This is an optimization exercise on Yosys and OpenROAD, whose aim is small area, not a production implementation. Only simulation tests tie the RTL to the original design; equivalence was not proved. No driver is modelled on the clock port, so clock power and skew are understated where the tree is cut down; a real chip needs a root buffer or a tree.

==> run G: inputs <==
==> flow/design.v <==
`timescale 1ns / 1ps
module topTM1638(input clk_50M,
input wire rst,
output wire clk,
output wire stb,
output reg dio,
input wire [7:0] gio,
input wire [7:0] phut,
input wire [7:0] giay
);
reg [8:0] a;
reg [7:0] h, m, s;
wire tail = a[8] & ~a[7] & ~a[6] & ~a[5];    
wire cs0  = tail & a[4] & a[2];              
wire hi   = a[8] & a[7];                     
wire [8:0] t;
assign t[0] = 1'b1;
genvar i;
generate for (i = 1; i < 9; i = i + 1) begin : carry
  assign t[i] = t[i-1] & a[i-1];
end endgenerate
wire [8:0] inc = a ^ t;
always @(posedge clk_50M) begin
  a[8] <= rst | inc[8];
  a[7] <= ~rst & (cs0 | inc[7]);
  a[6] <= ~rst & (cs0 | inc[6]);
  a[5] <= ~rst & inc[5];
  a[4] <= rst | inc[4];
  a[3] <= ~rst & (cs0 | inc[3]);
  a[2] <= rst | inc[2];
  a[1] <= ~rst & (cs0 | inc[1]);
  a[0] <= ~rst & ~cs0 & ~a[0];
end
wire [2:0] d = a[7:5];      
wire [2:0] b = a[3:1];      
wire [7:0] v = (d[2] ~^ d[1]) ? (d[2] ? s : h) : m;    
wire tens  = (d == 3'd0) | (d == 3'd3) | (d == 3'd6);
wire blank = (d == 3'd2) | (d == 3'd5);
function [3:0] add3(input [3:0] x);
  add3 = (x > 4'd4) ? x + 4'd3 : x;
endfunction
wire [3:0] c1 = add3({1'b0, v[7:5]});
wire [3:0] c2 = add3({c1[2:0], v[4]});
wire [3:0] c3 = add3({c2[2:0], v[3]});
wire [3:0] c4 = add3({c3[2:0], v[2]});
wire [3:0] c5 = add3({c4[2:0], v[1]});
wire [3:0] c6 = add3({1'b0, c1[3], c2[3], c3[3]});
wire [3:0] c7 = add3({c6[2:0], c4[3]});
wire [3:0] g = tens ? {c7[2:0], c5[3]} : {c5[2:0], v[0]};
wire [6:0] seg;
assign seg[0] = g[3] | g[1] | (g[2] ~^ g[0]);
assign seg[1] = ~g[2] | (g[1] ~^ g[0]);
assign seg[2] = g[2] | ~g[1] | g[0];
assign seg[3] = g[3] | (~g[0] & ~(g[2] & ~g[1])) | (g[0] & (g[1] ^ g[2]));
assign seg[4] = ~g[0] & (~g[2] | g[1]);
assign seg[5] = (~g[1] & ~g[0]) | (g[2] & ~g[1]) | (g[2] & ~g[0]) | g[3];
assign seg[6] = g[3] | (g[2] ^ g[1]) | (g[1] & ~g[0]);
wire segbit  = ~blank & (b != 3'd7) & seg[b];
wire databit = a[4] ? (b == 3'd0) : segbit;
wire cmd_t = a[4] | (a[3] ? (~a[2] & ~a[1]) : (a[2] | a[1]));
wire cmd_h = a[4] ? (a[5] & a[3] & a[2]) : (a[3] & ~a[2] & a[1]);
wire cmdbit = a[7] ? cmd_h : cmd_t;
always @(posedge clk_50M) begin
  if (tail) begin
    h <= gio; m <= phut; s <= giay;
  end
  if (rst) dio <= 1'b0;
  else if (!cs0) dio <= a[8] ? cmdbit : databit;
end
assign stb = (tail & ((~a[4] & ~a[3] & ~a[2] & ~a[1] & a[0]) | (a[4] & (a[2] | (a[1] & a[0])))))
           | (hi & ~a[4] & a[3] & a[2] & a[1] & a[0]);
assign clk = ~a[0] | stb;
endmodule
==> flow/flow/run.sh <==
#!/bin/bash
# Own layout flow: the standard ORFS flow (standard.sh), changed only in
#  - synthesis: the standard flow's synthesis script, but ABC maps the logic with an
#    area-oriented script (flow/abc.script) and Yosys's adder extraction is off
#    (half-adder cells would hide the logic from ABC);
#  - port buffers: the smallest buffer, sky130_fd_sc_hd__buf_1;
#  - clock tree: one clock buffer drives all registers (flow/cts_pre.tcl);
#  - power recovery (downsizing of non-critical gates) after global routing.
# Each step's full output goes to a log file in this folder.
set -euo pipefail
W=$PWD
{
  head -n 1 "$W/synth_recipe.tcl"
  echo 'proc abc {args} { set i [lsearch -exact $args -script]; if {$i >= 0} { lset args [expr {$i + 1}] $::env(MY_ABC_SCRIPT) }; yosys abc {*}$args }'
  tail -n +2 "$W/synth_recipe.tcl"
} > "$W/my_synth.tcl"
sed -e "s#$W/synth_recipe.tcl#$W/my_synth.tcl#" "$W/standard.sh" > "$W/my_standard.sh"
export MY_ABC_SCRIPT="$W/flow/abc.script"
export ADDER_MAP_FILE=
export BUFFER_PORTS_ARGS="-buffer_cell sky130_fd_sc_hd__buf_1"
export PRE_CTS_TCL="$W/flow/cts_pre.tcl"
export CLOCK_BUFFER=sky130_fd_sc_hd__clkbuf_8
export CLOCK_BUFFERS=2
export RECOVER_POWER=100
bash "$W/my_standard.sh" synth > "$W/log_synth.txt" 2>&1
bash "$W/my_standard.sh" finish > "$W/log_finish.txt" 2>&1
==> flow/flow/abc.script <==
strash; &get -n; &deepsyn -T 300; &dch -f; &nf -R 1000; &put
==> flow/flow/cts_pre.tcl <==
# Sourced before ORFS's clock tree synthesis (PRE_CTS_TCL): the design has few
# registers, so CLOCK_BUFFERS clock buffers of type CLOCK_BUFFER, each driving
# one group of registers (split by x position) from its centre, take the place
# of the clock tree, and clock_tree_synthesis is skipped. The clock port
# drives only these buffers.
set block [ord::get_db_block]
set master [[ord::get_db] findMaster $::env(CLOCK_BUFFER)]
set nbuf $::env(CLOCK_BUFFERS)
set clknet [$block findNet clk_50M]
set sinks {}
foreach it [$clknet getITerms] {
  set box [[$it getInst] getBBox]
  lappend sinks [list [expr {([$box xMin] + [$box xMax]) / 2}] [expr {([$box yMin] + [$box yMax]) / 2}] $it]
}
set sinks [lsort -integer -index 0 $sinks]
set n [llength $sinks]
for {set k 0} {$k < $nbuf} {incr k} {
  set group [lrange $sinks [expr {$k * $n / $nbuf}] [expr {($k + 1) * $n / $nbuf - 1}]]
  set inst [odb::dbInst_create $block $master clkbuf_${k}_clk_50M]
  set net [odb::dbNet_create $block clknet_${k}_clk_50M]
  $net setSigType CLOCK
  set sx 0
  set sy 0
  foreach s $group {
    set sx [expr {$sx + [lindex $s 0]}]
    set sy [expr {$sy + [lindex $s 1]}]
    set it [lindex $s 2]
    $it disconnect
    $it connect $net
  }
  [$inst findITerm A] connect $clknet
  [$inst findITerm X] connect $net
  $inst setLocation [expr {$sx / [llength $group]}] [expr {$sy / [llength $group]}]
  $inst setPlacementStatus PLACED
  puts "clock buffer [$inst getName] ([$master getName]) drives [llength $group] clock pins"
}
proc clock_tree_synthesis {args} {
  puts "clock_tree_synthesis skipped: clock buffers placed by cts_pre.tcl"
}
==> flow/standard.sh <==
#!/bin/bash
# synth_recipe.tcl (not shown) runs the flow's synth.tcl, then flattens the netlist and writes it again
# the make line also repeats each setting of config.mk as NAME=value (left out here)
make -C /OpenROAD-flow-scripts/flow DESIGN_CONFIG=/design/flow/config.mk WORK_HOME=/design/flow/orfs CLKGATE_MAP_FILE= SYNTH_SCRIPT=/design/flow/synth_recipe.tcl "${@:-finish}"
==> flow/config.mk <==
export PLATFORM = sky130hd
export DESIGN_NAME = topTM1638
export DESIGN_NICKNAME = topTM1638
export VERILOG_FILES = /design/flow/design.v
export SDC_FILE = /design/flow/constraint.sdc
export NUM_CORES = 4
export LEC_CHECK = 0
export CAP_MARGIN = 20
export CORE_MARGIN = 2
export CORE_UTILIZATION = 40
export PLACE_DENSITY = 0.6
export SLEW_MARGIN = 20
==> flow/constraint.sdc <==
create_clock -name core_clock -period 10.0 [get_ports {clk_50M}]
set_input_delay 2.0000 -clock core_clock [delete_from_list [all_inputs] [get_ports {clk_50M}]]
set_output_delay 2.0000 -clock core_clock [all_outputs]
set_load 0.01 [all_outputs]
==> inputs of run H, as changes to run G <==
--- a/flow/flow/run.sh
+++ b/flow/flow/run.sh
@@ -3,4 +3,6 @@
 #  - synthesis: the standard flow's synthesis script, but ABC maps the logic with an
-#    area-oriented script (flow/abc.script) and Yosys's adder extraction is off
-#    (half-adder cells would hide the logic from ABC);
+#    area-oriented script (flow/abc.script: deepsyn, area mapping, then
+#    don't-care-based resubstitution with mfs3) and Yosys's adder extraction
+#    is off (half-adder cells would hide the logic from ABC); should that ABC
+#    run fail, synthesis runs again with flow/abc_safe.script (no mfs3);
 #  - port buffers: the smallest buffer, sky130_fd_sc_hd__buf_1;
@@ -21,6 +23,9 @@
 export PRE_CTS_TCL="$W/flow/cts_pre.tcl"
-export CLOCK_BUFFER=sky130_fd_sc_hd__clkbuf_8
-export CLOCK_BUFFERS=2
+export CLOCK_BUFFER=sky130_fd_sc_hd__buf_12
+export CLOCK_BUFFERS=1
 export RECOVER_POWER=100
-bash "$W/my_standard.sh" synth > "$W/log_synth.txt" 2>&1
+if ! bash "$W/my_standard.sh" synth > "$W/log_synth.txt" 2>&1; then
+  export MY_ABC_SCRIPT="$W/flow/abc_safe.script"
+  bash "$W/my_standard.sh" synth > "$W/log_synth_safe.txt" 2>&1
+fi
 bash "$W/my_standard.sh" finish > "$W/log_finish.txt" 2>&1
==> flow/flow/abc.script (replaced) <==
strash; &get -n; &deepsyn -T 60; &dch -f; &nf -R 1000; &put; mfs3 -aez -H 8 -R 4 -K 8; mfs3 -aerz -H 8 -K 8; mfs3 -aez -H 8 -R 4 -K 8; mfs3 -aerz -H 8 -K 8; topo
==> flow/flow/abc_safe.script (new file) <==
strash; &get -n; &deepsyn -T 60; &dch -f; &nf -R 1000; &put
==> comparison <==
In run H the core utilization is lower than in run G, by 0.39 points.
Hold slack: run G is worse than run H (0.0052 ns).
In flip-flop and latch count, run G and run H do not differ.
==> figures <==
metric                                                                   run H                    run G
Worst hold-check slack                                                0.563 ns                 0.558 ns
Total of fill cells in the finished design                                 382                      411
Cell Count, Final, Fillers Out                                             250                      256
Multi-input gate area                                                721 sq um                756 sq um
Ratio of cells with drive above 1 in the final layout                   0.500%                   0.971%
Number of placed instances, taps included                                  249                      254
Outcome                                                complete, no violations  complete, no violations
Via total after detailed routing                                         1,402                    1,461
Hpwl dp                                                                2.62 mm                  2.74 mm
Cell depth of the worst setup path                                          20                       17
In every run of this note, the design's own scripts or RTL, not TritonCTS, make the clock network.

port drivers added, routing unchanged:
No port has a modelled driver above. Below, the same layouts with a new extraction and two added sets of constraints.
Step 1 sets driving cells, clkbuf_16 on the clock port and buf_2 on the other inputs (assumed; they add their load-dependent delay and slew).
Step 2 also shifts input and output timing later by t, the mid clock arrival at the registers, as if the neighbouring blocks saw the same clock.
Slacks: ideal ports / drivers / drivers and shift; pairs: ideal ports / drivers.
| run | t (ns) | slack for setup (ns) | pins driven straight from the clock port |
|---|---|---|---|
| run G | 0.188 | 5.336 / 5.336 / 5.336 | 2 |
| run H | 0.180 | 5.274 / 5.274 / 5.274 | 1 |
After both steps setup and hold are still met in every run listed.
